Context: an optimization exercise on an open-source flow, tuned for small area and a short achievable clock period. The choices shown serve that exercise and are no tape-out recipe. RTL that was checked went through simulation tests only; none was proved equivalent to the original. Function not checked in run 1: the RTL went through the layout flow alone.

==> flow/flow/run.sh <==
#!/bin/bash
set -euo pipefail
export BUFFER_PORTS_ARGS="-buffer_cell sky130_fd_sc_hd__buf_2"
bash standard.sh > standard.log 2>&1
==> flow/standard.sh <==
#!/bin/bash
# synth_recipe.tcl (not shown) runs the flow's synth.tcl, then flattens the netlist and writes it again
# the make line also repeats each setting of config.mk as NAME=value (left out here)
make -C /OpenROAD-flow-scripts/flow DESIGN_CONFIG=/design/flow/config.mk WORK_HOME=/design/flow/orfs CLKGATE_MAP_FILE= SYNTH_SCRIPT=/design/flow/synth_recipe.tcl "${@:-finish}"
==> flow/config.mk <==
export PLATFORM = sky130hd
export DESIGN_NAME = pe
export DESIGN_NICKNAME = pe
export VERILOG_FILES = /design/flow/design.v
export SDC_FILE = /design/flow/constraint.sdc
export NUM_CORES = 4
export LEC_CHECK = 0
export ABC_AREA = 1
export CAP_MARGIN = 20
export CORE_MARGIN = 2
export CORE_UTILIZATION = 40
export CTS_BUF_LIST = sky130_fd_sc_hd__clkbuf_8
export CTS_CLUSTER_SIZE = 30
export SETUP_SLACK_MARGIN = 3.6
export SLEW_MARGIN = 20
export SYNTH_HIERARCHICAL = 1
export TNS_END_PERCENT = 0
==> flow/constraint.sdc <==
create_clock -name core_clock -period 9.0 [get_ports {clk}]
set_input_delay 1.8000 -clock core_clock [delete_from_list [all_inputs] [get_ports {clk}]]
set_output_delay 1.8000 -clock core_clock [all_outputs]
set_load 0.01 [all_outputs]
==> flow/design.v <==
module pe (
    input wire clk,
    input wire rst,
    input wire [31:0] a,
    input wire [31:0] b,
    output wire [31:0] c
);
  reg [63:0] st;
  wire [32:0] bx = {b, 1'b0};
  wire [15:0] one, two, neg;
  genvar gi;
  generate
    for (gi = 0; gi < 16; gi = gi + 1) begin : enc
      assign one[gi] = bx[2*gi+1] ^ bx[2*gi];
      assign two[gi] = (bx[2*gi+2] & ~bx[2*gi+1] & ~bx[2*gi]) | (~bx[2*gi+2] & bx[2*gi+1] & bx[2*gi]);
      assign neg[gi] = bx[2*gi+2] & ~(bx[2*gi+1] & bx[2*gi]);
    end
  endgenerate
  wire [31:0] pp0;
  wire x0 = one[0] & a[0];
  wire e0 = neg[0] & ~x0;
  assign pp0[31:1] = ((a[31:1] & {31{one[0]}}) | (a[30:0] & {31{two[0]}})) ^ {31{neg[0]}};
  assign pp0[0] = x0;
  wire [29:0] pp1;
  wire x1 = one[1] & a[0];
  wire e1 = neg[1] & ~x1;
  assign pp1[29:1] = ((a[29:1] & {29{one[1]}}) | (a[28:0] & {29{two[1]}})) ^ {29{neg[1]}};
  assign pp1[0] = x1;
  wire [27:0] pp2;
  wire x2 = one[2] & a[0];
  wire e2 = neg[2] & ~x2;
  assign pp2[27:1] = ((a[27:1] & {27{one[2]}}) | (a[26:0] & {27{two[2]}})) ^ {27{neg[2]}};
  assign pp2[0] = x2;
  wire [25:0] pp3;
  wire x3 = one[3] & a[0];
  wire e3 = neg[3] & ~x3;
  assign pp3[25:1] = ((a[25:1] & {25{one[3]}}) | (a[24:0] & {25{two[3]}})) ^ {25{neg[3]}};
  assign pp3[0] = x3;
  wire [23:0] pp4;
  wire x4 = one[4] & a[0];
  wire e4 = neg[4] & ~x4;
  assign pp4[23:1] = ((a[23:1] & {23{one[4]}}) | (a[22:0] & {23{two[4]}})) ^ {23{neg[4]}};
  assign pp4[0] = x4;
  wire [21:0] pp5;
  wire x5 = one[5] & a[0];
  wire e5 = neg[5] & ~x5;
  assign pp5[21:1] = ((a[21:1] & {21{one[5]}}) | (a[20:0] & {21{two[5]}})) ^ {21{neg[5]}};
  assign pp5[0] = x5;
  wire [19:0] pp6;
  wire x6 = one[6] & a[0];
  wire e6 = neg[6] & ~x6;
  assign pp6[19:1] = ((a[19:1] & {19{one[6]}}) | (a[18:0] & {19{two[6]}})) ^ {19{neg[6]}};
  assign pp6[0] = x6;
  wire [17:0] pp7;
  wire x7 = one[7] & a[0];
  wire e7 = neg[7] & ~x7;
  assign pp7[17:1] = ((a[17:1] & {17{one[7]}}) | (a[16:0] & {17{two[7]}})) ^ {17{neg[7]}};
  assign pp7[0] = x7;
  wire [15:0] pp8;
  wire x8 = one[8] & a[0];
  wire e8 = neg[8] & ~x8;
  assign pp8[15:1] = ((a[15:1] & {15{one[8]}}) | (a[14:0] & {15{two[8]}})) ^ {15{neg[8]}};
  assign pp8[0] = x8;
  wire [13:0] pp9;
  wire x9 = one[9] & a[0];
  wire e9 = neg[9] & ~x9;
  assign pp9[13:1] = ((a[13:1] & {13{one[9]}}) | (a[12:0] & {13{two[9]}})) ^ {13{neg[9]}};
  assign pp9[0] = x9;
  wire [11:0] pp10;
  wire x10 = one[10] & a[0];
  wire e10 = neg[10] & ~x10;
  assign pp10[11:1] = ((a[11:1] & {11{one[10]}}) | (a[10:0] & {11{two[10]}})) ^ {11{neg[10]}};
  assign pp10[0] = x10;
  wire [9:0] pp11;
  wire x11 = one[11] & a[0];
  wire e11 = neg[11] & ~x11;
  assign pp11[9:1] = ((a[9:1] & {9{one[11]}}) | (a[8:0] & {9{two[11]}})) ^ {9{neg[11]}};
  assign pp11[0] = x11;
  wire [7:0] pp12;
  wire x12 = one[12] & a[0];
  wire e12 = neg[12] & ~x12;
  assign pp12[7:1] = ((a[7:1] & {7{one[12]}}) | (a[6:0] & {7{two[12]}})) ^ {7{neg[12]}};
  assign pp12[0] = x12;
  wire [5:0] pp13;
  wire x13 = one[13] & a[0];
  wire e13 = neg[13] & ~x13;
  assign pp13[5:1] = ((a[5:1] & {5{one[13]}}) | (a[4:0] & {5{two[13]}})) ^ {5{neg[13]}};
  assign pp13[0] = x13;
  wire [3:0] pp14;
  wire x14 = one[14] & a[0];
  wire e14 = neg[14] & ~x14;
  assign pp14[3:1] = ((a[3:1] & {3{one[14]}}) | (a[2:0] & {3{two[14]}})) ^ {3{neg[14]}};
  assign pp14[0] = x14;
  wire [1:0] pp15;
  wire x15 = one[15] & a[0];
  wire e15 = neg[15] & ~x15;
  assign pp15[1:1] = ((a[1:1] & {1{one[15]}}) | (a[0:0] & {1{two[15]}})) ^ {1{neg[15]}};
  assign pp15[0] = x15;
  wire s1, k2;
  ha u1 (.a(st[0]), .b(x0), .s(s1), .co(k2));
  wire s3, k4;
  fa u3 (.a(st[1]), .b(e0), .c(pp0[1]), .s(s3), .co(k4));
  wire s5, k6;
  ha u5 (.a(k2), .b(s3), .s(s5), .co(k6));
  wire s7, k8;
  fa u7 (.a(st[2]), .b(pp0[2]), .c(x1), .s(s7), .co(k8));
  wire s9, k10;
  fa u9 (.a(k4), .b(s7), .c(k6), .s(s9), .co(k10));
  wire s11, k12;
  fa u11 (.a(st[3]), .b(e1), .c(pp0[3]), .s(s11), .co(k12));
  wire s13, k14;
  fa u13 (.a(pp1[1]), .b(k8), .c(s11), .s(s13), .co(k14));
  wire s15, k16;
  ha u15 (.a(s13), .b(k10), .s(s15), .co(k16));
  wire s17, k18;
  fa u17 (.a(st[4]), .b(pp0[4]), .c(pp1[2]), .s(s17), .co(k18));
  wire s19, k20;
  fa u19 (.a(x2), .b(k12), .c(s17), .s(s19), .co(k20));
  wire s21, k22;
  fa u21 (.a(k14), .b(s19), .c(k16), .s(s21), .co(k22));
  wire s23, k24;
  fa u23 (.a(st[5]), .b(e2), .c(pp0[5]), .s(s23), .co(k24));
  wire s25, k26;
  fa u25 (.a(pp1[3]), .b(pp2[1]), .c(k18), .s(s25), .co(k26));
  wire s27, k28;
  fa u27 (.a(s23), .b(k20), .c(s25), .s(s27), .co(k28));
  wire s29, k30;
  ha u29 (.a(s27), .b(k22), .s(s29), .co(k30));
  wire s31, k32;
  fa u31 (.a(st[6]), .b(pp0[6]), .c(pp1[4]), .s(s31), .co(k32));
  wire s33, k34;
  fa u33 (.a(pp2[2]), .b(x3), .c(k24), .s(s33), .co(k34));
  wire s35, k36;
  fa u35 (.a(s31), .b(k26), .c(s33), .s(s35), .co(k36));
  wire s37, k38;
  fa u37 (.a(k28), .b(s35), .c(k30), .s(s37), .co(k38));
  wire s39, k40;
  fa u39 (.a(st[7]), .b(st[8]), .c(e3), .s(s39), .co(k40));
  wire s41, k42;
  fa u41 (.a(pp0[7]), .b(pp1[5]), .c(pp2[3]), .s(s41), .co(k42));
  wire s43, k44;
  fa u43 (.a(pp3[1]), .b(s39), .c(k32), .s(s43), .co(k44));
  wire s45, k46;
  fa u45 (.a(s41), .b(k34), .c(s43), .s(s45), .co(k46));
  wire s47, k48;
  ha u47 (.a(k36), .b(s45), .s(s47), .co(k48));
  wire s49, k50;
  fa u49 (.a(st[9]), .b(pp0[8]), .c(pp1[6]), .s(s49), .co(k50));
  wire s51, k52;
  fa u51 (.a(pp2[4]), .b(pp3[2]), .c(x4), .s(s51), .co(k52));
  wire s53, k54;
  fa u53 (.a(k40), .b(k42), .c(s49), .s(s53), .co(k54));
  wire s55, k56;
  fa u55 (.a(s51), .b(k44), .c(s53), .s(s55), .co(k56));
  wire s57, k58;
  fa u57 (.a(k46), .b(s55), .c(k48), .s(s57), .co(k58));
  wire s59, k60;
  fa u59 (.a(st[10]), .b(e4), .c(pp0[9]), .s(s59), .co(k60));
  wire s61, k62;
  fa u61 (.a(pp1[7]), .b(pp2[5]), .c(pp3[3]), .s(s61), .co(k62));
  wire s63, k64;
  fa u63 (.a(pp4[1]), .b(k50), .c(k52), .s(s63), .co(k64));
  wire s65, k66;
  fa u65 (.a(s59), .b(s61), .c(k54), .s(s65), .co(k66));
  wire s67, k68;
  fa u67 (.a(s63), .b(k56), .c(s65), .s(s67), .co(k68));
  wire s69, k70;
  ha u69 (.a(s67), .b(k58), .s(s69), .co(k70));
  wire s71, k72;
  fa u71 (.a(st[11]), .b(st[12]), .c(pp0[10]), .s(s71), .co(k72));
  wire s73, k74;
  fa u73 (.a(pp1[8]), .b(pp2[6]), .c(pp3[4]), .s(s73), .co(k74));
  wire s75, k76;
  fa u75 (.a(pp4[2]), .b(x5), .c(k60), .s(s75), .co(k76));
  wire s77, k78;
  fa u77 (.a(k62), .b(s71), .c(s73), .s(s77), .co(k78));
  wire s79, k80;
  fa u79 (.a(k64), .b(s75), .c(s77), .s(s79), .co(k80));
  wire s81, k82;
  fa u81 (.a(k66), .b(s79), .c(k68), .s(s81), .co(k82));
  wire s83, k84;
  fa u83 (.a(st[13]), .b(st[14]), .c(e5), .s(s83), .co(k84));
  wire s85, k86;
  fa u85 (.a(pp0[11]), .b(pp1[9]), .c(pp2[7]), .s(s85), .co(k86));
  wire s87, k88;
  fa u87 (.a(pp3[5]), .b(pp4[3]), .c(pp5[1]), .s(s87), .co(k88));
  wire s89, k90;
  fa u89 (.a(s83), .b(k72), .c(k74), .s(s89), .co(k90));
  wire s91, k92;
  fa u91 (.a(s85), .b(s87), .c(k76), .s(s91), .co(k92));
  wire s93, k94;
  fa u93 (.a(s89), .b(k78), .c(s91), .s(s93), .co(k94));
  wire s95, k96;
  ha u95 (.a(k80), .b(s93), .s(s95), .co(k96));
  wire s97, k98;
  fa u97 (.a(st[15]), .b(pp0[12]), .c(pp1[10]), .s(s97), .co(k98));
  wire s99, k100;
  fa u99 (.a(pp2[8]), .b(pp3[6]), .c(pp4[4]), .s(s99), .co(k100));
  wire s101, k102;
  fa u101 (.a(pp5[2]), .b(x6), .c(k84), .s(s101), .co(k102));
  wire s103, k104;
  fa u103 (.a(k86), .b(k88), .c(s97), .s(s103), .co(k104));
  wire s105, k106;
  fa u105 (.a(s99), .b(s101), .c(k90), .s(s105), .co(k106));
  wire s107, k108;
  fa u107 (.a(s103), .b(k92), .c(s105), .s(s107), .co(k108));
  wire s109, k110;
  fa u109 (.a(k94), .b(s107), .c(k96), .s(s109), .co(k110));
  wire s111, k112;
  fa u111 (.a(st[16]), .b(st[17]), .c(e6), .s(s111), .co(k112));
  wire s113, k114;
  fa u113 (.a(pp0[13]), .b(pp1[11]), .c(pp2[9]), .s(s113), .co(k114));
  wire s115, k116;
  fa u115 (.a(pp3[7]), .b(pp4[5]), .c(pp5[3]), .s(s115), .co(k116));
  wire s117, k118;
  fa u117 (.a(pp6[1]), .b(s111), .c(k98), .s(s117), .co(k118));
  wire s119, k120;
  fa u119 (.a(k100), .b(s113), .c(s115), .s(s119), .co(k120));
  wire s121, k122;
  fa u121 (.a(k102), .b(k104), .c(s117), .s(s121), .co(k122));
  wire s123, k124;
  fa u123 (.a(s119), .b(k106), .c(s121), .s(s123), .co(k124));
  wire s125, k126;
  ha u125 (.a(k108), .b(s123), .s(s125), .co(k126));
  wire s127, k128;
  fa u127 (.a(st[18]), .b(st[19]), .c(pp0[14]), .s(s127), .co(k128));
  wire s129, k130;
  fa u129 (.a(pp1[12]), .b(pp2[10]), .c(pp3[8]), .s(s129), .co(k130));
  wire s131, k132;
  fa u131 (.a(pp4[6]), .b(pp5[4]), .c(pp6[2]), .s(s131), .co(k132));
  wire s133, k134;
  fa u133 (.a(x7), .b(k112), .c(k114), .s(s133), .co(k134));
  wire s135, k136;
  fa u135 (.a(k116), .b(s127), .c(s129), .s(s135), .co(k136));
  wire s137, k138;
  fa u137 (.a(s131), .b(k118), .c(s133), .s(s137), .co(k138));
  wire s139, k140;
  fa u139 (.a(k120), .b(s135), .c(k122), .s(s139), .co(k140));
  wire s141, k142;
  fa u141 (.a(s137), .b(s139), .c(k124), .s(s141), .co(k142));
  wire s143, k144;
  fa u143 (.a(st[20]), .b(st[21]), .c(e7), .s(s143), .co(k144));
  wire s145, k146;
  fa u145 (.a(pp0[15]), .b(pp1[13]), .c(pp2[11]), .s(s145), .co(k146));
  wire s147, k148;
  fa u147 (.a(pp3[9]), .b(pp4[7]), .c(pp5[5]), .s(s147), .co(k148));
  wire s149, k150;
  fa u149 (.a(pp6[3]), .b(pp7[1]), .c(s143), .s(s149), .co(k150));
  wire s151, k152;
  fa u151 (.a(k128), .b(k130), .c(k132), .s(s151), .co(k152));
  wire s153, k154;
  fa u153 (.a(s145), .b(s147), .c(s149), .s(s153), .co(k154));
  wire s155, k156;
  fa u155 (.a(k134), .b(k136), .c(s151), .s(s155), .co(k156));
  wire s157, k158;
  fa u157 (.a(s153), .b(k138), .c(s155), .s(s157), .co(k158));
  wire s159, k160;
  ha u159 (.a(k140), .b(s157), .s(s159), .co(k160));
  wire s161, k162;
  fa u161 (.a(st[22]), .b(st[23]), .c(pp0[16]), .s(s161), .co(k162));
  wire s163, k164;
  fa u163 (.a(pp1[14]), .b(pp2[12]), .c(pp3[10]), .s(s163), .co(k164));
  wire s165, k166;
  fa u165 (.a(pp4[8]), .b(pp5[6]), .c(pp6[4]), .s(s165), .co(k166));
  wire s167, k168;
  fa u167 (.a(pp7[2]), .b(x8), .c(k144), .s(s167), .co(k168));
  wire s169, k170;
  fa u169 (.a(k146), .b(k148), .c(s161), .s(s169), .co(k170));
  wire s171, k172;
  fa u171 (.a(s163), .b(s165), .c(k150), .s(s171), .co(k172));
  wire s173, k174;
  fa u173 (.a(s167), .b(k152), .c(s169), .s(s173), .co(k174));
  wire s175, k176;
  fa u175 (.a(k154), .b(s171), .c(k156), .s(s175), .co(k176));
  wire s177, k178;
  fa u177 (.a(s173), .b(k158), .c(s175), .s(s177), .co(k178));
  wire s179, k180;
  fa u179 (.a(st[24]), .b(st[25]), .c(e8), .s(s179), .co(k180));
  wire s181, k182;
  fa u181 (.a(pp0[17]), .b(pp1[15]), .c(pp2[13]), .s(s181), .co(k182));
  wire s183, k184;
  fa u183 (.a(pp3[11]), .b(pp4[9]), .c(pp5[7]), .s(s183), .co(k184));
  wire s185, k186;
  fa u185 (.a(pp6[5]), .b(pp7[3]), .c(pp8[1]), .s(s185), .co(k186));
  wire s187, k188;
  fa u187 (.a(s179), .b(k162), .c(k164), .s(s187), .co(k188));
  wire s189, k190;
  fa u189 (.a(k166), .b(s181), .c(s183), .s(s189), .co(k190));
  wire s191, k192;
  fa u191 (.a(s185), .b(k168), .c(k170), .s(s191), .co(k192));
  wire s193, k194;
  fa u193 (.a(s187), .b(s189), .c(k172), .s(s193), .co(k194));
  wire s195, k196;
  fa u195 (.a(k174), .b(s191), .c(s193), .s(s195), .co(k196));
  wire s197, k198;
  ha u197 (.a(k176), .b(s195), .s(s197), .co(k198));
  wire s199, k200;
  fa u199 (.a(st[26]), .b(st[27]), .c(pp0[18]), .s(s199), .co(k200));
  wire s201, k202;
  fa u201 (.a(pp1[16]), .b(pp2[14]), .c(pp3[12]), .s(s201), .co(k202));
  wire s203, k204;
  fa u203 (.a(pp4[10]), .b(pp5[8]), .c(pp6[6]), .s(s203), .co(k204));
  wire s205, k206;
  fa u205 (.a(pp7[4]), .b(pp8[2]), .c(x9), .s(s205), .co(k206));
  wire s207, k208;
  fa u207 (.a(k180), .b(k182), .c(k184), .s(s207), .co(k208));
  wire s209, k210;
  fa u209 (.a(k186), .b(s199), .c(s201), .s(s209), .co(k210));
  wire s211, k212;
  fa u211 (.a(s203), .b(s205), .c(k188), .s(s211), .co(k212));
  wire s213, k214;
  fa u213 (.a(k190), .b(s207), .c(s209), .s(s213), .co(k214));
  wire s215, k216;
  fa u215 (.a(k192), .b(s211), .c(k194), .s(s215), .co(k216));
  wire s217, k218;
  fa u217 (.a(s213), .b(k196), .c(s215), .s(s217), .co(k218));
  wire s219, k220;
  fa u219 (.a(st[28]), .b(st[29]), .c(st[30]), .s(s219), .co(k220));
  wire s221, k222;
  fa u221 (.a(s219), .b(e9), .c(pp0[19]), .s(s221), .co(k222));
  wire s223, k224;
  fa u223 (.a(pp1[17]), .b(pp2[15]), .c(pp3[13]), .s(s223), .co(k224));
  wire s225, k226;
  fa u225 (.a(pp4[11]), .b(pp5[9]), .c(pp6[7]), .s(s225), .co(k226));
  wire s227, k228;
  fa u227 (.a(pp7[5]), .b(pp8[3]), .c(pp9[1]), .s(s227), .co(k228));
  wire s229, k230;
  fa u229 (.a(k200), .b(k202), .c(k204), .s(s229), .co(k230));
  wire s231, k232;
  fa u231 (.a(k206), .b(s221), .c(s223), .s(s231), .co(k232));
  wire s233, k234;
  fa u233 (.a(s225), .b(s227), .c(k208), .s(s233), .co(k234));
  wire s235, k236;
  fa u235 (.a(k210), .b(s229), .c(s231), .s(s235), .co(k236));
  wire s237, k238;
  fa u237 (.a(k212), .b(s233), .c(k214), .s(s237), .co(k238));
  wire s239, k240;
  ha u239 (.a(s235), .b(k216), .s(s239), .co(k240));
  wire s241, k242;
  fa u241 (.a(st[31]), .b(st[32]), .c(k220), .s(s241), .co(k242));
  wire s243, k244;
  fa u243 (.a(s241), .b(pp0[20]), .c(pp1[18]), .s(s243), .co(k244));
  wire s245, k246;
  fa u245 (.a(pp2[16]), .b(pp3[14]), .c(pp4[12]), .s(s245), .co(k246));
  wire s247, k248;
  fa u247 (.a(pp5[10]), .b(pp6[8]), .c(pp7[6]), .s(s247), .co(k248));
  wire s249, k250;
  fa u249 (.a(pp8[4]), .b(pp9[2]), .c(x10), .s(s249), .co(k250));
  wire s251, k252;
  fa u251 (.a(k222), .b(k224), .c(k226), .s(s251), .co(k252));
  wire s253, k254;
  fa u253 (.a(k228), .b(s243), .c(s245), .s(s253), .co(k254));
  wire s255, k256;
  fa u255 (.a(s247), .b(s249), .c(k230), .s(s255), .co(k256));
  wire s257, k258;
  fa u257 (.a(k232), .b(s251), .c(s253), .s(s257), .co(k258));
  wire s259, k260;
  fa u259 (.a(k234), .b(s255), .c(k236), .s(s259), .co(k260));
  wire s261, k262;
  fa u261 (.a(s257), .b(k238), .c(s259), .s(s261), .co(k262));
  wire s263, k264;
  fa u263 (.a(st[33]), .b(st[34]), .c(st[35]), .s(s263), .co(k264));
  wire s265, k266;
  fa u265 (.a(s263), .b(k242), .c(e10), .s(s265), .co(k266));
  wire s267, k268;
  fa u267 (.a(pp0[21]), .b(pp10[1]), .c(pp1[19]), .s(s267), .co(k268));
  wire s269, k270;
  fa u269 (.a(pp2[17]), .b(pp3[15]), .c(pp4[13]), .s(s269), .co(k270));
  wire s271, k272;
  fa u271 (.a(pp5[11]), .b(pp6[9]), .c(pp7[7]), .s(s271), .co(k272));
  wire s273, k274;
  fa u273 (.a(pp8[5]), .b(pp9[3]), .c(s265), .s(s273), .co(k274));
  wire s275, k276;
  fa u275 (.a(k244), .b(k246), .c(k248), .s(s275), .co(k276));
  wire s277, k278;
  fa u277 (.a(k250), .b(s267), .c(s269), .s(s277), .co(k278));
  wire s279, k280;
  fa u279 (.a(s271), .b(s273), .c(k252), .s(s279), .co(k280));
  wire s281, k282;
  fa u281 (.a(k254), .b(s275), .c(s277), .s(s281), .co(k282));
  wire s283, k284;
  fa u283 (.a(k256), .b(s279), .c(k258), .s(s283), .co(k284));
  wire s285, k286;
  ha u285 (.a(s281), .b(k260), .s(s285), .co(k286));
  wire s287, k288;
  fa u287 (.a(st[36]), .b(st[37]), .c(k264), .s(s287), .co(k288));
  wire s289, k290;
  fa u289 (.a(s287), .b(pp0[22]), .c(pp10[2]), .s(s289), .co(k290));
  wire s291, k292;
  fa u291 (.a(pp1[20]), .b(pp2[18]), .c(pp3[16]), .s(s291), .co(k292));
  wire s293, k294;
  fa u293 (.a(pp4[14]), .b(pp5[12]), .c(pp6[10]), .s(s293), .co(k294));
  wire s295, k296;
  fa u295 (.a(pp7[8]), .b(pp8[6]), .c(pp9[4]), .s(s295), .co(k296));
  wire s297, k298;
  fa u297 (.a(x11), .b(k266), .c(k268), .s(s297), .co(k298));
  wire s299, k300;
  fa u299 (.a(k270), .b(k272), .c(s289), .s(s299), .co(k300));
  wire s301, k302;
  fa u301 (.a(s291), .b(s293), .c(s295), .s(s301), .co(k302));
  wire s303, k304;
  fa u303 (.a(k274), .b(k276), .c(s297), .s(s303), .co(k304));
  wire s305, k306;
  fa u305 (.a(k278), .b(s299), .c(s301), .s(s305), .co(k306));
  wire s307, k308;
  fa u307 (.a(k280), .b(s303), .c(k282), .s(s307), .co(k308));
  wire s309, k310;
  fa u309 (.a(s305), .b(k284), .c(s307), .s(s309), .co(k310));
  wire s311, k312;
  fa u311 (.a(st[38]), .b(st[39]), .c(st[40]), .s(s311), .co(k312));
  wire s313, k314;
  fa u313 (.a(s311), .b(k288), .c(e11), .s(s313), .co(k314));
  wire s315, k316;
  fa u315 (.a(pp0[23]), .b(pp10[3]), .c(pp11[1]), .s(s315), .co(k316));
  wire s317, k318;
  fa u317 (.a(pp1[21]), .b(pp2[19]), .c(pp3[17]), .s(s317), .co(k318));
  wire s319, k320;
  fa u319 (.a(pp4[15]), .b(pp5[13]), .c(pp6[11]), .s(s319), .co(k320));
  wire s321, k322;
  fa u321 (.a(pp7[9]), .b(pp8[7]), .c(pp9[5]), .s(s321), .co(k322));
  wire s323, k324;
  fa u323 (.a(s313), .b(k290), .c(k292), .s(s323), .co(k324));
  wire s325, k326;
  fa u325 (.a(k294), .b(k296), .c(s315), .s(s325), .co(k326));
  wire s327, k328;
  fa u327 (.a(s317), .b(s319), .c(s321), .s(s327), .co(k328));
  wire s329, k330;
  fa u329 (.a(k298), .b(k300), .c(s323), .s(s329), .co(k330));
  wire s331, k332;
  fa u331 (.a(k302), .b(s325), .c(s327), .s(s331), .co(k332));
  wire s333, k334;
  fa u333 (.a(k304), .b(s329), .c(k306), .s(s333), .co(k334));
  wire s335, k336;
  ha u335 (.a(s331), .b(k308), .s(s335), .co(k336));
  wire s337, k338;
  fa u337 (.a(st[41]), .b(st[42]), .c(k312), .s(s337), .co(k338));
  wire s339, k340;
  fa u339 (.a(s337), .b(pp0[24]), .c(pp10[4]), .s(s339), .co(k340));
  wire s341, k342;
  fa u341 (.a(pp11[2]), .b(pp1[22]), .c(pp2[20]), .s(s341), .co(k342));
  wire s343, k344;
  fa u343 (.a(pp3[18]), .b(pp4[16]), .c(pp5[14]), .s(s343), .co(k344));
  wire s345, k346;
  fa u345 (.a(pp6[12]), .b(pp7[10]), .c(pp8[8]), .s(s345), .co(k346));
  wire s347, k348;
  fa u347 (.a(pp9[6]), .b(x12), .c(k314), .s(s347), .co(k348));
  wire s349, k350;
  fa u349 (.a(k316), .b(k318), .c(k320), .s(s349), .co(k350));
  wire s351, k352;
  fa u351 (.a(k322), .b(s339), .c(s341), .s(s351), .co(k352));
  wire s353, k354;
  fa u353 (.a(s343), .b(s345), .c(s347), .s(s353), .co(k354));
  wire s355, k356;
  fa u355 (.a(k324), .b(k326), .c(s349), .s(s355), .co(k356));
  wire s357, k358;
  fa u357 (.a(k328), .b(s351), .c(s353), .s(s357), .co(k358));
  wire s359, k360;
  fa u359 (.a(k330), .b(s355), .c(k332), .s(s359), .co(k360));
  wire s361, k362;
  fa u361 (.a(s357), .b(k334), .c(s359), .s(s361), .co(k362));
  wire s363, k364;
  fa u363 (.a(st[43]), .b(st[44]), .c(st[45]), .s(s363), .co(k364));
  wire s365, k366;
  fa u365 (.a(s363), .b(k338), .c(e12), .s(s365), .co(k366));
  wire s367, k368;
  fa u367 (.a(pp0[25]), .b(pp10[5]), .c(pp11[3]), .s(s367), .co(k368));
  wire s369, k370;
  fa u369 (.a(pp12[1]), .b(pp1[23]), .c(pp2[21]), .s(s369), .co(k370));
  wire s371, k372;
  fa u371 (.a(pp3[19]), .b(pp4[17]), .c(pp5[15]), .s(s371), .co(k372));
  wire s373, k374;
  fa u373 (.a(pp6[13]), .b(pp7[11]), .c(pp8[9]), .s(s373), .co(k374));
  wire s375, k376;
  fa u375 (.a(pp9[7]), .b(s365), .c(k340), .s(s375), .co(k376));
  wire s377, k378;
  fa u377 (.a(k342), .b(k344), .c(k346), .s(s377), .co(k378));
  wire s379, k380;
  fa u379 (.a(s367), .b(s369), .c(s371), .s(s379), .co(k380));
  wire s381, k382;
  fa u381 (.a(s373), .b(k348), .c(k350), .s(s381), .co(k382));
  wire s383, k384;
  fa u383 (.a(s375), .b(k352), .c(s377), .s(s383), .co(k384));
  wire s385, k386;
  fa u385 (.a(s379), .b(k354), .c(k356), .s(s385), .co(k386));
  wire s387, k388;
  fa u387 (.a(s381), .b(s383), .c(k358), .s(s387), .co(k388));
  wire s389, k390;
  ha u389 (.a(s385), .b(k360), .s(s389), .co(k390));
  wire s391, k392;
  fa u391 (.a(st[46]), .b(st[47]), .c(st[48]), .s(s391), .co(k392));
  wire s393, k394;
  fa u393 (.a(k364), .b(s391), .c(pp0[26]), .s(s393), .co(k394));
  wire s395, k396;
  fa u395 (.a(pp10[6]), .b(pp11[4]), .c(pp12[2]), .s(s395), .co(k396));
  wire s397, k398;
  fa u397 (.a(pp1[24]), .b(pp2[22]), .c(pp3[20]), .s(s397), .co(k398));
  wire s399, k400;
  fa u399 (.a(pp4[18]), .b(pp5[16]), .c(pp6[14]), .s(s399), .co(k400));
  wire s401, k402;
  fa u401 (.a(pp7[12]), .b(pp8[10]), .c(pp9[8]), .s(s401), .co(k402));
  wire s403, k404;
  fa u403 (.a(x13), .b(k366), .c(k368), .s(s403), .co(k404));
  wire s405, k406;
  fa u405 (.a(k370), .b(k372), .c(k374), .s(s405), .co(k406));
  wire s407, k408;
  fa u407 (.a(s393), .b(s395), .c(s397), .s(s407), .co(k408));
  wire s409, k410;
  fa u409 (.a(s399), .b(s401), .c(k376), .s(s409), .co(k410));
  wire s411, k412;
  fa u411 (.a(k378), .b(s403), .c(s405), .s(s411), .co(k412));
  wire s413, k414;
  fa u413 (.a(k380), .b(s407), .c(k382), .s(s413), .co(k414));
  wire s415, k416;
  fa u415 (.a(s409), .b(k384), .c(s411), .s(s415), .co(k416));
  wire s417, k418;
  fa u417 (.a(k386), .b(s413), .c(s415), .s(s417), .co(k418));
  wire s419, k420;
  fa u419 (.a(st[49]), .b(st[50]), .c(st[51]), .s(s419), .co(k420));
  wire s421, k422;
  fa u421 (.a(k392), .b(s419), .c(e13), .s(s421), .co(k422));
  wire s423, k424;
  fa u423 (.a(pp0[27]), .b(pp10[7]), .c(pp11[5]), .s(s423), .co(k424));
  wire s425, k426;
  fa u425 (.a(pp12[3]), .b(pp13[1]), .c(pp1[25]), .s(s425), .co(k426));
  wire s427, k428;
  fa u427 (.a(pp2[23]), .b(pp3[21]), .c(pp4[19]), .s(s427), .co(k428));
  wire s429, k430;
  fa u429 (.a(pp5[17]), .b(pp6[15]), .c(pp7[13]), .s(s429), .co(k430));
  wire s431, k432;
  fa u431 (.a(pp8[11]), .b(pp9[9]), .c(s421), .s(s431), .co(k432));
  wire s433, k434;
  fa u433 (.a(k394), .b(k396), .c(k398), .s(s433), .co(k434));
  wire s435, k436;
  fa u435 (.a(k400), .b(k402), .c(s423), .s(s435), .co(k436));
  wire s437, k438;
  fa u437 (.a(s425), .b(s427), .c(s429), .s(s437), .co(k438));
  wire s439, k440;
  fa u439 (.a(s431), .b(k404), .c(k406), .s(s439), .co(k440));
  wire s441, k442;
  fa u441 (.a(k408), .b(s433), .c(s435), .s(s441), .co(k442));
  wire s443, k444;
  fa u443 (.a(s437), .b(k410), .c(k412), .s(s443), .co(k444));
  wire s445, k446;
  fa u445 (.a(s439), .b(s441), .c(k414), .s(s445), .co(k446));
  wire s447, k448;
  ha u447 (.a(k416), .b(s443), .s(s447), .co(k448));
  wire s449, k450;
  fa u449 (.a(st[52]), .b(st[53]), .c(st[54]), .s(s449), .co(k450));
  wire s451, k452;
  fa u451 (.a(k420), .b(s449), .c(pp0[28]), .s(s451), .co(k452));
  wire s453, k454;
  fa u453 (.a(pp10[8]), .b(pp11[6]), .c(pp12[4]), .s(s453), .co(k454));
  wire s455, k456;
  fa u455 (.a(pp13[2]), .b(pp1[26]), .c(pp2[24]), .s(s455), .co(k456));
  wire s457, k458;
  fa u457 (.a(pp3[22]), .b(pp4[20]), .c(pp5[18]), .s(s457), .co(k458));
  wire s459, k460;
  fa u459 (.a(pp6[16]), .b(pp7[14]), .c(pp8[12]), .s(s459), .co(k460));
  wire s461, k462;
  fa u461 (.a(pp9[10]), .b(x14), .c(k422), .s(s461), .co(k462));
  wire s463, k464;
  fa u463 (.a(k424), .b(k426), .c(k428), .s(s463), .co(k464));
  wire s465, k466;
  fa u465 (.a(k430), .b(s451), .c(s453), .s(s465), .co(k466));
  wire s467, k468;
  fa u467 (.a(s455), .b(s457), .c(s459), .s(s467), .co(k468));
  wire s469, k470;
  fa u469 (.a(k432), .b(s461), .c(k434), .s(s469), .co(k470));
  wire s471, k472;
  fa u471 (.a(k436), .b(s463), .c(k438), .s(s471), .co(k472));
  wire s473, k474;
  fa u473 (.a(s465), .b(s467), .c(k440), .s(s473), .co(k474));
  wire s475, k476;
  fa u475 (.a(s469), .b(k442), .c(s471), .s(s475), .co(k476));
  wire s477, k478;
  fa u477 (.a(k444), .b(s473), .c(s475), .s(s477), .co(k478));
  wire s479, k480;
  fa u479 (.a(st[55]), .b(st[56]), .c(st[57]), .s(s479), .co(k480));
  wire s481, k482;
  fa u481 (.a(k450), .b(s479), .c(e14), .s(s481), .co(k482));
  wire s483, k484;
  fa u483 (.a(pp0[29]), .b(pp10[9]), .c(pp11[7]), .s(s483), .co(k484));
  wire s485, k486;
  fa u485 (.a(pp12[5]), .b(pp13[3]), .c(pp14[1]), .s(s485), .co(k486));
  wire s487, k488;
  fa u487 (.a(pp1[27]), .b(pp2[25]), .c(pp3[23]), .s(s487), .co(k488));
  wire s489, k490;
  fa u489 (.a(pp4[21]), .b(pp5[19]), .c(pp6[17]), .s(s489), .co(k490));
  wire s491, k492;
  fa u491 (.a(pp7[15]), .b(pp8[13]), .c(pp9[11]), .s(s491), .co(k492));
  wire s493, k494;
  fa u493 (.a(s481), .b(k452), .c(k454), .s(s493), .co(k494));
  wire s495, k496;
  fa u495 (.a(k456), .b(k458), .c(k460), .s(s495), .co(k496));
  wire s497, k498;
  fa u497 (.a(s483), .b(s485), .c(s487), .s(s497), .co(k498));
  wire s499, k500;
  fa u499 (.a(s489), .b(s491), .c(k462), .s(s499), .co(k500));
  wire s501, k502;
  fa u501 (.a(k464), .b(s493), .c(k466), .s(s501), .co(k502));
  wire s503, k504;
  fa u503 (.a(s495), .b(k468), .c(s497), .s(s503), .co(k504));
  wire s505, k506;
  fa u505 (.a(s499), .b(k470), .c(k472), .s(s505), .co(k506));
  wire s507, k508;
  fa u507 (.a(s501), .b(s503), .c(k474), .s(s507), .co(k508));
  wire s509, k510;
  ha u509 (.a(s505), .b(k476), .s(s509), .co(k510));
  wire s511, k512;
  fa u511 (.a(st[58]), .b(st[59]), .c(st[60]), .s(s511), .co(k512));
  wire s513, k514;
  fa u513 (.a(k480), .b(s511), .c(pp0[30]), .s(s513), .co(k514));
  wire s515, k516;
  fa u515 (.a(pp10[10]), .b(pp11[8]), .c(pp12[6]), .s(s515), .co(k516));
  wire s517, k518;
  fa u517 (.a(pp13[4]), .b(pp14[2]), .c(pp1[28]), .s(s517), .co(k518));
  wire s519, k520;
  fa u519 (.a(pp2[26]), .b(pp3[24]), .c(pp4[22]), .s(s519), .co(k520));
  wire s521, k522;
  fa u521 (.a(pp5[20]), .b(pp6[18]), .c(pp7[16]), .s(s521), .co(k522));
  wire s523, k524;
  fa u523 (.a(pp8[14]), .b(pp9[12]), .c(x15), .s(s523), .co(k524));
  wire s525, k526;
  fa u525 (.a(k482), .b(k484), .c(k486), .s(s525), .co(k526));
  wire s527, k528;
  fa u527 (.a(k488), .b(k490), .c(k492), .s(s527), .co(k528));
  wire s529, k530;
  fa u529 (.a(s513), .b(s515), .c(s517), .s(s529), .co(k530));
  wire s531, k532;
  fa u531 (.a(s519), .b(s521), .c(s523), .s(s531), .co(k532));
  wire s533, k534;
  fa u533 (.a(k494), .b(k496), .c(s525), .s(s533), .co(k534));
  wire s535, k536;
  fa u535 (.a(s527), .b(k498), .c(k500), .s(s535), .co(k536));
  wire s537, k538;
  fa u537 (.a(s529), .b(s531), .c(k502), .s(s537), .co(k538));
  wire s539, k540;
  fa u539 (.a(s533), .b(k504), .c(s535), .s(s539), .co(k540));
  wire s541, k542;
  fa u541 (.a(k506), .b(s537), .c(s539), .s(s541), .co(k542));
  wire s543, k544;
  fa u543 (.a(st[61]), .b(st[62]), .c(st[63]), .s(s543), .co(k544));
  wire s545, k546;
  fa u545 (.a(k512), .b(s543), .c(e15), .s(s545), .co(k546));
  wire s547, k548;
  fa u547 (.a(pp0[31]), .b(pp10[11]), .c(pp11[9]), .s(s547), .co(k548));
  wire s549, k550;
  fa u549 (.a(pp12[7]), .b(pp13[5]), .c(pp14[3]), .s(s549), .co(k550));
  wire s551, k552;
  fa u551 (.a(pp15[1]), .b(pp1[29]), .c(pp2[27]), .s(s551), .co(k552));
  wire s553, k554;
  fa u553 (.a(pp3[25]), .b(pp4[23]), .c(pp5[21]), .s(s553), .co(k554));
  wire s555, k556;
  fa u555 (.a(pp6[19]), .b(pp7[17]), .c(pp8[15]), .s(s555), .co(k556));
  wire s557, k558;
  fa u557 (.a(pp9[13]), .b(s545), .c(k514), .s(s557), .co(k558));
  wire s559, k560;
  fa u559 (.a(k516), .b(k518), .c(k520), .s(s559), .co(k560));
  wire s561, k562;
  fa u561 (.a(k522), .b(k524), .c(s547), .s(s561), .co(k562));
  wire s563, k564;
  fa u563 (.a(s549), .b(s551), .c(s553), .s(s563), .co(k564));
  wire s565, k566;
  fa u565 (.a(s555), .b(k526), .c(k528), .s(s565), .co(k566));
  wire s567, k568;
  fa u567 (.a(s557), .b(k530), .c(s559), .s(s567), .co(k568));
  wire s569, k570;
  fa u569 (.a(k532), .b(s561), .c(s563), .s(s569), .co(k570));
  wire s571, k572;
  fa u571 (.a(k534), .b(s565), .c(k536), .s(s571), .co(k572));
  wire s573, k574;
  fa u573 (.a(s567), .b(s569), .c(k538), .s(s573), .co(k574));
  wire s575, k576;
  ha u575 (.a(s571), .b(k540), .s(s575), .co(k576));
  wire [63:0] nx;
  assign nx[0] = s1;
  assign nx[1] = s5;
  assign nx[2] = s9;
  assign nx[3] = s15;
  assign nx[4] = s21;
  assign nx[5] = s29;
  assign nx[6] = s37;
  assign nx[7] = s47;
  assign nx[8] = k38;
  assign nx[9] = s57;
  assign nx[10] = s69;
  assign nx[11] = k70;
  assign nx[12] = s81;
  assign nx[13] = s95;
  assign nx[14] = k82;
  assign nx[15] = s109;
  assign nx[16] = s125;
  assign nx[17] = k110;
  assign nx[18] = k126;
  assign nx[19] = s141;
  assign nx[20] = k142;
  assign nx[21] = s159;
  assign nx[22] = k160;
  assign nx[23] = s177;
  assign nx[24] = k178;
  assign nx[25] = s197;
  assign nx[26] = k198;
  assign nx[27] = s217;
  assign nx[28] = s237;
  assign nx[29] = s239;
  assign nx[30] = k218;
  assign nx[31] = k240;
  assign nx[32] = s261;
  assign nx[33] = s283;
  assign nx[34] = s285;
  assign nx[35] = k262;
  assign nx[36] = k286;
  assign nx[37] = s309;
  assign nx[38] = s333;
  assign nx[39] = s335;
  assign nx[40] = k310;
  assign nx[41] = k336;
  assign nx[42] = s361;
  assign nx[43] = s387;
  assign nx[44] = s389;
  assign nx[45] = k362;
  assign nx[46] = k388;
  assign nx[47] = k390;
  assign nx[48] = s417;
  assign nx[49] = s445;
  assign nx[50] = s447;
  assign nx[51] = k418;
  assign nx[52] = k446;
  assign nx[53] = k448;
  assign nx[54] = s477;
  assign nx[55] = s507;
  assign nx[56] = s509;
  assign nx[57] = k478;
  assign nx[58] = k508;
  assign nx[59] = k510;
  assign nx[60] = s541;
  assign nx[61] = s573;
  assign nx[62] = s575;
  assign nx[63] = k542;
  always @(posedge clk or posedge rst) begin
    if (rst)
      st <= 64'd0;
    else
      st <= nx;
  end
  assign c[0] = st[0];
  assign c[1] = st[1];
  assign c[2] = st[2];
  assign c[3] = st[3];
  assign c[4] = st[4];
  assign c[5] = st[5];
  assign c[6] = st[6];
  wire s100001, k100002;
  fa u100001 (.a(st[28]), .b(st[29]), .c(st[30]), .s(s100001), .co(k100002));
  wire s100003, k100004;
  fa u100003 (.a(st[31]), .b(st[32]), .c(k100002), .s(s100003), .co(k100004));
  wire s100005, k100006;
  fa u100005 (.a(st[33]), .b(st[34]), .c(st[35]), .s(s100005), .co(k100006));
  wire s100007, k100008;
  fa u100007 (.a(st[36]), .b(st[37]), .c(k100006), .s(s100007), .co(k100008));
  wire s100009, k100010;
  fa u100009 (.a(st[38]), .b(st[39]), .c(st[40]), .s(s100009), .co(k100010));
  wire s100011, k100012;
  fa u100011 (.a(st[41]), .b(st[42]), .c(k100010), .s(s100011), .co(k100012));
  wire s100013, k100014;
  fa u100013 (.a(st[43]), .b(st[44]), .c(st[45]), .s(s100013), .co(k100014));
  wire s100015, k100016;
  fa u100015 (.a(st[46]), .b(st[47]), .c(st[48]), .s(s100015), .co(k100016));
  wire s100017, k100018;
  fa u100017 (.a(st[49]), .b(st[50]), .c(st[51]), .s(s100017), .co(k100018));
  wire s100019, k100020;
  fa u100019 (.a(st[52]), .b(st[53]), .c(st[54]), .s(s100019), .co(k100020));
  wire s100021, k100022;
  fa u100021 (.a(st[55]), .b(st[56]), .c(st[57]), .s(s100021), .co(k100022));
  wire s100023, k100024;
  fa u100023 (.a(st[58]), .b(st[59]), .c(st[60]), .s(s100023), .co(k100024));
  wire s100025, k100026;
  fa u100025 (.a(st[61]), .b(st[62]), .c(st[63]), .s(s100025), .co(k100026));
  wire [24:0] ax = {k100024, k100022, k100020, k100018, k100016, k100014, s100013, s100011, s100009, s100007, s100005, s100003, s100001, st[26], st[24], st[22], st[20], st[18], st[16], st[15], st[13], st[11], st[10], st[9], st[7]};
  wire [24:0] bxx = {s100025, s100023, s100021, s100019, s100017, s100015, k100012, 1'b0, k100008, 1'b0, k100004, 1'b0, 1'b0, st[27], st[25], st[23], st[21], st[19], st[17], 1'b0, st[14], st[12], 1'b0, 1'b0, st[8]};
  wire [24:0] p0 = ax ^ bxx;
  wire [24:0] g0 = ax & bxx;
  wire bg1 = g0[1] | (p0[1] & g0[0]);
  wire bg2 = g0[3] | (p0[3] & g0[2]);
  wire bp2 = p0[3] & p0[2];
  wire bg3 = g0[5] | (p0[5] & g0[4]);
  wire bp3 = p0[5] & p0[4];
  wire bg4 = g0[7] | (p0[7] & g0[6]);
  wire bp4 = p0[7] & p0[6];
  wire bg5 = g0[9] | (p0[9] & g0[8]);
  wire bp5 = p0[9] & p0[8];
  wire bg6 = g0[11] | (p0[11] & g0[10]);
  wire bp6 = p0[11] & p0[10];
  wire bg7 = g0[13] | (p0[13] & g0[12]);
  wire bp7 = p0[13] & p0[12];
  wire bg8 = g0[15] | (p0[15] & g0[14]);
  wire bp8 = p0[15] & p0[14];
  wire bg9 = g0[17] | (p0[17] & g0[16]);
  wire bp9 = p0[17] & p0[16];
  wire bg10 = g0[19] | (p0[19] & g0[18]);
  wire bp10 = p0[19] & p0[18];
  wire bg11 = g0[21] | (p0[21] & g0[20]);
  wire bp11 = p0[21] & p0[20];
  wire bg12 = g0[23] | (p0[23] & g0[22]);
  wire bp12 = p0[23] & p0[22];
  wire bg13 = bg2 | (bp2 & bg1);
  wire bg14 = bg4 | (bp4 & bg3);
  wire bp14 = bp4 & bp3;
  wire bg15 = bg6 | (bp6 & bg5);
  wire bp15 = bp6 & bp5;
  wire bg16 = bg8 | (bp8 & bg7);
  wire bp16 = bp8 & bp7;
  wire bg17 = bg10 | (bp10 & bg9);
  wire bp17 = bp10 & bp9;
  wire bg18 = bg12 | (bp12 & bg11);
  wire bp18 = bp12 & bp11;
  wire bg19 = bg14 | (bp14 & bg13);
  wire bg20 = bg16 | (bp16 & bg15);
  wire bp20 = bp16 & bp15;
  wire bg21 = bg18 | (bp18 & bg17);
  wire bp21 = bp18 & bp17;
  wire bg22 = bg20 | (bp20 & bg19);
  wire bg23 = bg21 | (bp21 & bg22);
  wire bg24 = bg15 | (bp15 & bg19);
  wire bg25 = bg17 | (bp17 & bg22);
  wire bg26 = bg3 | (bp3 & bg13);
  wire bg27 = bg5 | (bp5 & bg19);
  wire bg28 = bg7 | (bp7 & bg24);
  wire bg29 = bg9 | (bp9 & bg22);
  wire bg30 = bg11 | (bp11 & bg25);
  wire bg31 = g0[2] | (p0[2] & bg1);
  wire bg32 = g0[4] | (p0[4] & bg13);
  wire bg33 = g0[6] | (p0[6] & bg26);
  wire bg34 = g0[8] | (p0[8] & bg19);
  wire bg35 = g0[10] | (p0[10] & bg27);
  wire bg36 = g0[12] | (p0[12] & bg24);
  wire bg37 = g0[14] | (p0[14] & bg28);
  wire bg38 = g0[16] | (p0[16] & bg22);
  wire bg39 = g0[18] | (p0[18] & bg29);
  wire bg40 = g0[20] | (p0[20] & bg25);
  wire bg41 = g0[22] | (p0[22] & bg30);
  wire bg42 = g0[24] | (p0[24] & bg23);
  assign c[7] = p0[0];
  assign c[8] = p0[1] ^ g0[0];
  assign c[9] = p0[2] ^ bg1;
  assign c[10] = p0[3] ^ bg31;
  assign c[11] = p0[4] ^ bg13;
  assign c[12] = p0[5] ^ bg32;
  assign c[13] = p0[6] ^ bg26;
  assign c[14] = p0[7] ^ bg33;
  assign c[15] = p0[8] ^ bg19;
  assign c[16] = p0[9] ^ bg34;
  assign c[17] = p0[10] ^ bg27;
  assign c[18] = p0[11] ^ bg35;
  assign c[19] = p0[12] ^ bg24;
  assign c[20] = p0[13] ^ bg36;
  assign c[21] = p0[14] ^ bg28;
  assign c[22] = p0[15] ^ bg37;
  assign c[23] = p0[16] ^ bg22;
  assign c[24] = p0[17] ^ bg38;
  assign c[25] = p0[18] ^ bg29;
  assign c[26] = p0[19] ^ bg39;
  assign c[27] = p0[20] ^ bg25;
  assign c[28] = p0[21] ^ bg40;
  assign c[29] = p0[22] ^ bg30;
  assign c[30] = p0[23] ^ bg41;
  assign c[31] = p0[24] ^ bg23;
endmodule
module fa (
    input wire a,
    input wire b,
    input wire c,
    output wire s,
    output wire co
);
  assign s = a ^ b ^ c;
  assign co = (a & b) | (a & c) | (b & c);
endmodule
module ha (
    input wire a,
    input wire b,
    output wire s,
    output wire co
);
  assign s = a ^ b;
  assign co = a & b;
endmodule
==> results of run 1 <==
synth_stat cells, drive strengths merged, types with 11 or more instances:
library cell	number	area, µm²
clkbuf	55	214
clkinv	11	41.3
nor2	35	156
o22ai	254	1670
inv	92	345
nor3	11	55.1
dfrtp	64	1600
xnor2	29	254
ha	52	651
fa	293	5870
xor2	239	2090
nand2	50	188
o21ai	33	214
buf	53	355
Yosys stat by module, one instance, submodules excluded:
module	cells inside	flops+latches	area [µm²]	copies in the design
ha	1	0	12.5	17
pe	992	64	7940	1
fa	1	0	20.0	284
worst min-delay path by stage:
| stage | endpoint | slack (ps) |
|---|---|---|
| global route | st[0]$_DFF_PP0_ | 540 |
| global placement | st[0]$_DFF_PP0_ | 510 |
| finish | st[0]$_DFF_PP0_ | 520 |
| detailed placement | st[0]$_DFF_PP0_ | 500 |
| CTS | st[0]$_DFF_PP0_ | 520 |
| floorplan | st[0]$_DFF_PP0_ | 480 |
cell families (layout without fill, tap and decap cells):
group	count (synthesis)	in the layout	synth area share
adder cells (fa/ha/maj)	345	345	0.471
XOR/XNOR	268	268	0.170
AND/OR/NAND/NOR	110	111	0.0348
buffers and inverters	211	244	0.0691
flip-flops	64	64	0.116
AO/OA/AOI/OAI	295	296	0.140
per-layer routing:
| metal | GRT usage | vias to the layer above |
|---|---|---|
| met5 | 0 | - |
| met3 | 0.0419 | 81 |
| met1 | 0.349 | 5354 |
| met4 | 0.0856 | 0 |
| met2 | 0.381 | 600 |
| li1 | - | 4377 |
cell usage in the layout, fill, tap and decap left out, types with 2 or more instances in the layout:
| cell | instances |
|---|---|
| fa_1 | 291 |
| o22ai_1 | 241 |
| xor2_1 | 238 |
| buf_2 | 96 |
| inv_1 | 80 |
| dfrtp_1 | 64 |
| ha_1 | 52 |
| nand2_1 | 48 |
| xnor2_1 | 29 |
| nor2_1 | 26 |
| buf_4 | 23 |
| o22ai_2 | 13 |
| o21ai_0 | 13 |
| nor3_1 | 11 |
| clkbuf_8 | 10 |
| inv_2 | 9 |
| o21ai_1 | 9 |
| clkinvlp_4 | 9 |
| clkinv_1 | 7 |
| o21ai_2 | 6 |
| o21ai_4 | 6 |
| nor2_4 | 5 |
| or2_2 | 5 |
| a21oi_1 | 5 |
| nor2_2 | 5 |
| nand3_1 | 4 |
| nand4_1 | 4 |
| clkinv_2 | 3 |
| inv_4 | 2 |
| fa_2 | 2 |
| bufinv_16 | 2 |
cell type report:
cell class | instances | area [µm²]
inverter | 103 | 417
timing repair inverter | 4 | 27.5
tap | 455 | 569
multi-input combinational | 1020 | 11400
clock buffer | 10 | 138
timing repair buffer | 121 | 684
clock inverter | 6 | 76.3
sequential | 64 | 1600
fill | 3274 | 19400
what timing repair did:
action	CTS	global route
setup buffers	4	2
setup endpoints to repair	61	44
resized for setup	13	17
cloned	1	5
pin swaps	3	3
==> flow_results.org, run 1 <==
** Outcome
- The run finished with no timing, DRC or antenna violations.

** Synthesis
- Post-synthesis sequential element count :: 64
- Asr flop ratio synth :: 1.00
- Number of distinct library cell variants in the gate-level netlist after synthesis :: 32
- Yosys printed 7 warnings.
- Synthesized area per cell :: 10.7 µm²
- When the netlist entered floorplanning its net count stood at 1704.
- Primary flip-flop cell chosen by synthesis mapping :: dfrtp_1
- The synthesized design contains 0 enable-type register cells.
- Number of instances in the synthesized netlist :: 1293
- Share of synthesized area occupied by flip-flops and latches :: 0.116
- Netlist area before placement :: 13800 µm²

** Clock network
- Number of H-tree branching levels :: 3
- Clock latency on the worst-skew pair, taken at its later pin, is 380 ps.
- CTS Root Buffer Type :: clkbuf_8
- Maximum clock insertion buffer count :: 2
- The clock drives 64 sinks.
- The number of hold buffers added after CTS was 0.
- Clock tree from TritonCTS :: built
- The number of clock buffers added by TritonCTS is 9.
- After clock tree synthesis, the clock-pin slew on the worst setup and hold paths is 90 ps.

** Global route
- Grt total ovfl :: 0
- Wire length of the first global-routing pass :: 66800 µm
- Antenna violations before repair :: 0
- In the global route stage, overall resource usage came out at 0.246.
- The via count of the first global-routing pass is 11082.
- Entering global routing, the biggest net connects 65 pins.

** Critical path
- Type of origin of the critical path :: input port
- Together, buffers and inverters on the worst path number 2.
- The worst setup path is captured at a flip-flop.
- Required time at the endpoint of the critical path :: 9260 ps
- FF-to-FF setup slack :: 5100 ps
- Walking the worst path, the cells encountered are buf_2 > inv_1 > nor2_1 > o21ai_2 > o22ai_1 > xor2_1 > fa_1 > fa_1 > fa_1 > fa_1 > fa_1.
- Of all nets on the critical path, the largest fanout is 11.
- The critical path is of the input port to flip-flop type.
- On the worst path, the slowest cell contributes a delay of 520 ps.
- R2r endpoint :: st[37]$_DFF_PP0_
- Cell type with the highest occurrence count on the critical path :: fa_1
- The critical path crosses 11 cells after its start point.
- Signal arrival time at the worst endpoint :: 5660 ps
- On the critical path the largest part of the delay comes from adder cells.
- For the worst flop-to-flop path, the logic depth is 7.
- The critical path ends at st[60]$_DFF_PP0_.
- Critical register-to-register path startpoint :: st[28]$_DFF_PP0_
- Tracing the worst setup path back leads to its startpoint at b[21].
- On the critical path, the stage with the largest delay is an instance of o21ai_2.

** Hold path
- Counting instances, the worst hold path has a depth of 1.
- The worst hold path begins at st[0]$_DFF_PP0_.
- The worst hold path belongs to the class flip-flop to flip-flop.

** Run
- Max-cap violation count :: 0

** Drt
- Met2 WL post-DR :: 19600 µm
- DRT antenna net count :: 0
- DR DRC count :: 0
- Across all layers, the routed design uses 10412 vias.
- First drt pass iteration count :: 5
- Via density per instance :: 5.84
- Post-Route WL :: 42700 µm
- First-iteration detailed-routing DRC count :: 1186
- Drt wl/cell :: 24.0 µm
- Total routed wire length on the met1 layer :: 17800 µm
- Detailed routing placed a total of 3880 µm of wire on met3.
- Top metal layer carrying routed signals :: met4

** Layout
- Registers with the most flip-flops :: st: 64 flops
- Number of antenna repair diodes :: 0
- Number of flip-flops in the largest register :: 64
- Ratio of cells with drive above 1 in the final layout :: 0.154
- Final Cell Area :: 14900 µm²
- Layout net count :: 1734
- Most flop-heavy register :: st
- Area growth from synthesis to layout :: 7.71%
- Fraction of the core area covered by cells at the end of the flow :: 0.435
- For this run, the number of standard cells in the final layout without fillers is 1783.

** Placed design
- Including well taps, the total number of placed cells is 1755.
- The placed instances occupy a cell area of 14500 µm².
- Port Buffers :: 97
- Setup slack at placement :: 2250 ps
- The HPWL after detailed placement is 30900 µm.
- Routability-driven placement finished with a final weighted congestion of 0.872.

** Floorplan
- The total area inside the core boundary comes to 34300 µm².
- Row cnt :: 68
- In this run the count of I/O pins placed on the die edge is 98.
- Starting utilization of the core area :: 0.403
- The die covers 36100 µm².
- Die span in x :: 190 µm
- Height of the die :: 190 µm

** STA
- Measured against its own limit, the worst slew margin works out to 0.283.
- In the finished design, the share of the clock period the worst path needs comes to 0.600.
- Derived from the worst setup path, the maximum achievable clock frequency is 185 MHz.
- The number of pins with negative max-slew slack in the final report is 0.
- For the final routed database, the setup TNS stands at 0 ps.
- Setup-failing EPs final :: 0
- For the pin with the worst max-slew slack, the measured transition is 1070 ps.
- Smallest hold slack :: 516 ps
- Clock skew after layout :: 17.3 ps
- Setup repair after global routing could not meet its margin everywhere.
- Minimum period implied by the final worst setup slack :: 5400 ps
- Worst Slack Setup Final :: 3600 ps
- Final count of hold timing violations :: 0
==> run 2, diff against run 1 <==
--- a/flow/design.v
+++ b/flow/design.v
@@ -15,3 +15,3 @@
       assign two[gi] = (bx[2*gi+2] & ~bx[2*gi+1] & ~bx[2*gi]) | (~bx[2*gi+2] & bx[2*gi+1] & bx[2*gi]);
-      assign neg[gi] = bx[2*gi+2] & ~(bx[2*gi+1] & bx[2*gi]);
+      assign neg[gi] = bx[2*gi+2];
     end
--- a/flow/config.mk
+++ b/flow/config.mk
@@ -14,3 +14,3 @@
 export SETUP_SLACK_MARGIN = 3.6
-export SLEW_MARGIN = 20
+export SLEW_MARGIN = 75
 export SYNTH_HIERARCHICAL = 1
==> flow_results.org, run 2 <==
** Outcome
- The flow ran to the end and the layout has no timing, DRC or antenna violations.

** Synthesis
- The synthesized netlist occupies a cell area of 13700 µm².
- After synthesis, the cell types taking the most area are fa_1 (43%), xor2_1 (17%), dfrtp_1 (12%), o22ai_1 (11%), ha_1 (3.4%).
- Number of distinct library cell variants in the gate-level netlist after synthesis :: 30
- In this run the mean area of a mapped cell was 10.6 µm².
- For this run, the leading register cell type out of synthesis is dfrtp_1.
- Synthesized netlist net count :: 1693
- The share of the Yosys chip area taken by registers is 0.117.
- Synthesis inferred 64 register bits.
- YS warnings :: 7
- Post-synth top cells :: fa_1 (293), xor2_1 (264), o22ai_1 (244), inv_1 (79), dfrtp_1 (64)
- In the post-synthesis netlist, the cell with the most instances is fa_1.
- Synthesis handed over a netlist of 1297 instances.
- Counting flops with a built-in enable in the synthesized netlist gives 0.
- Share of Yosys cell area claimed by the top area cell type :: 0.428
- In the synthesized netlist the async set-or-reset flop fraction comes to 1.00.
- Biggest area consumer among synthesized cells :: fa_1

** STA
- Max frequency :: 188 MHz
- Setup TNS after final layout :: 0 ps
- Final count of hold timing violations :: 0
- Clock skew after layout :: 10.6 ps
- Slew of the pin with the lowest slew margin :: 409 ps
- Smallest hold slack :: 532 ps
- In the finished design, the share of the clock period the worst path needs comes to 0.592.
- The worst pin sits at a relative slew slack of 0.726.
- Setup violations remaining at the end of the flow were counted as 0.
- Final max-slew violation count :: 0
- Minimum period implied by the final worst setup slack :: 5330 ps
- RSZ-0062 raised after global routing :: true

** Layout
- In the final layout, the share of cells above drive strength 1 is 0.174.
- Final Cell Area :: 15100 µm²
- Registers with the most flip-flops :: st: 64 flops
- Number of flip-flops in the largest register :: 64
- The register with the most flip-flops in the final layout is st.
- The top cell types in the final layout, fill and taps aside, are fa_1 (292), xor2_1 (259), o22ai_1 (244), buf_2 (94), inv_1 (65).
- Area growth from synthesis to layout :: 9.90%
- Leaving out fill and tap cells, the most frequent cell in the layout is fa_1.
- The net count of the finished layout is 1721.

** Global route
- The number of antenna violations at the first check in global routing came to 0.
- Grt total ovfl :: 0
- The first global-routing pass estimated 65700 µm of wire.
- Number of global-route vias before repair :: 10723
- Entering global routing, the biggest net connects 47 pins.
- Across every metal layer, demand over resource in global routing totals 0.243.

** Critical path
- STA classifies the critical path endpoint as a flip-flop.
- Along the worst path, the maximum fanout reaches 32.
- Required time at the endpoint of the critical path :: 9260 ps
- STA puts the critical path data arrival time at 5580 ps.
- Setup CP Type :: input port to flip-flop
- STA classifies the critical path startpoint as an input port.

** Floorplan
- In this run the core area contains 67 standard-cell rows.
- The die covers 35800 µm².
- For this design the top-level I/O count stands at 98.
- Starting utilization of the core area :: 0.408
- Placeable core region :: 33600 µm²
- The die is 189 µm wide.
- In this run the vertical extent of the chip is 189 µm.

** Drt
- After detailed routing, the number of remaining DRC violations is 0.
- Total routed wire length on the met1 layer :: 17800 µm
- After detailed routing, the number of vias per cell comes to 5.82.
- Dividing the detail-routed wire length by the instance count gives 23.8 µm.
- The detail route stage leaves a number of antenna-violating nets equal to 0.
- After the first detailed-routing iteration, the DRC count stood at 913.
- Post-Route WL :: 42300 µm
- Top metal layer carrying routed signals :: met4
- Via total after detailed routing :: 10366
- Met3 wire len :: 3630 µm
- Summed over all nets, wire length on met2 after detailed routing comes to 19800 µm.
- First drt pass iteration count :: 5

** Clock network
- Clock tree synthesis selected as its root buffer the cell clkbuf_8.
- Clock network latency to the later pin of the worst-skew pair :: 380 ps
- Maximum clock insertion buffer count :: 2
- Sink count of the clock tree :: 64
- Post-CTS Hold Fix Bufs :: 0
- TritonCTS Buffers :: 9
- Clock-pin slew was measured on the worst setup and hold paths at 90 ps.
- Number of H-tree branching levels :: 3
- TritonCTS built the clock tree.

** Placed design
- HPWL Detailed :: 31100 µm
- The placed instances occupy a cell area of 14600 µm².
- Port Buffers :: 97
- At the end of routability-driven placement, the weighted congestion stood at 0.862.

** Hold path
- Path type of the worst min-delay path :: flip-flop to flip-flop

** Run
- Max-cap violation count :: 0
[run 2: cell types whose count changed in the layout (fill, tap and decap cells not counted), moves of 6 or more]
cell / before / now
xor2_1: 238 / 259
xnor2_1: 29 / 4
o21ai_1: 9 / 1
buf_12: 1 / 7
ha_1: 52 / 37
inv_1: 80 / 65
nand2_4: 0 / 9
buf_6: 1 / 11
nor3_1: 11 / 1
nor2_1: 26 / 44
clkinvlp_4: 9 / 2
o21ai_4: 6 / 0
a21oi_4: 0 / 9
[run 2: Yosys stat by module (local to each module, per instance)]
module  copies in the design  cells  flops+latches  area (µm²)
fa                       284      1              0        20.0
ha                        17      1              0        12.5
pe                         1    996             64        7820
[run 2: worst max-delay path: stages]
cell	delay (ps)
buf_12	170
nand2_1	220
nor2_2	70
a21oi_4	200
buf_4	200
buf_2	230
o22ai_1	110
xor2_1	180
fa_1	580
fa_1	450
fa_1	490
fa_1	410
fa_1	470
[run 2: cell families after synthesis]
logic type	count (synthesis)	share of synthesized area
adders and majority gates	330	0.461
AOI/OAI and AO/OA	296	0.140
xor gates and xnor gates	268	0.171
buffers and inverters	215	0.0736
and+or+nand+nor	124	0.0373
DFF	64	0.117
[run 2: final cells by class]
class,count,area (µm²)
Antenna cell,2,5.00
Inverter,90,373
Timing Repair Buffer,142,1030
Clock buffer,9,124
Sequential cell,64,1600
Multi-Input combinational cell,1018,11300
Fill cell,3149,18500
Clock inverter,7,80.1
Tap cell,448,561
[run 2: final timing paths]
kind	endpoint	cells after the start	slack, ps	start
max	st[27]$_DFF_PP0_	13	3670	b[5]
min	st[0]$_DFF_PP0_	1	530	st[0]$_DFF_PP0_
max reg2reg	st[48]$_DFF_PP0_	7	5090	st[38]$_DFF_PP0_
min reg2reg	st[0]$_DFF_PP0_	1	530	st[0]$_DFF_PP0_
max in group asynchronous	st[34]$_DFF_PP0_	4	7260	rst
min in group asynchronous	st[0]$_DFF_PP0_	3	1370	rst
[run 2: stage by stage]
stage / std cells / util / worst slack, ps
after floorplan: 1297 / - / 3780
after global placement: 1730 / 0.422 / 2340
after detailed placement: 1749 / 0.435 / 3060
after CTS: 1766 / 0.442 / 3610
after global routing: 1778 / 0.448 / 3560
final: 1780 / 0.449 / 3670
[run 2: timing repair]
action,CTS,global route
buffers inserted,0,9
pin swaps,0,4
gates resized for setup,2,7
endpoints found under the setup margin,10,23
cloned,1,0
[run 2: metal layers]
layer / vias to the layer above / track usage
li1: 4344 / -
met1: 5409 / 0.347
met2: 546 / 0.381
met3: 67 / 0.0467
met4: 0 / 0.0616
met5: - / 0

## port drivers added, routing unchanged
No port has a modelled driver above. Below, the same layouts with a new extraction and two added sets of constraints. Step 1 (the two cells are an assumption about what drives the block):
set clk [get_ports {clk}]
set_driving_cell -lib_cell sky130_fd_sc_hd__clkbuf_16 $clk
set_driving_cell -lib_cell sky130_fd_sc_hd__buf_2 [delete_from_list [all_inputs] $clk]
Step 2 adds t to the input delays and takes it off the output delays; t is the mean of the earliest and latest rising clock arrival at the registers after step 1. Input paths then give back, and output paths get back, about the clock's delay inside the block. Slacks: ideal / step 1 / step 2; pairs: ideal / step 1.
run	shift t [ns]	setup WS [ns]	clock arrival spread, ns	slew at the worst register clock pin (ns)
run 1	0.427	3.603 / 3.629 / 3.202	0.021 / 0.021	0.09 / 0.09
run 2	0.428	3.672 / 3.673 / 3.245	0.013 / 0.012	0.10 / 0.10
After both steps every run listed still meets setup and hold. The setup slack of run 2, which loses most, moves by +0.001 ns with the drivers and by -0.427 ns with both steps.
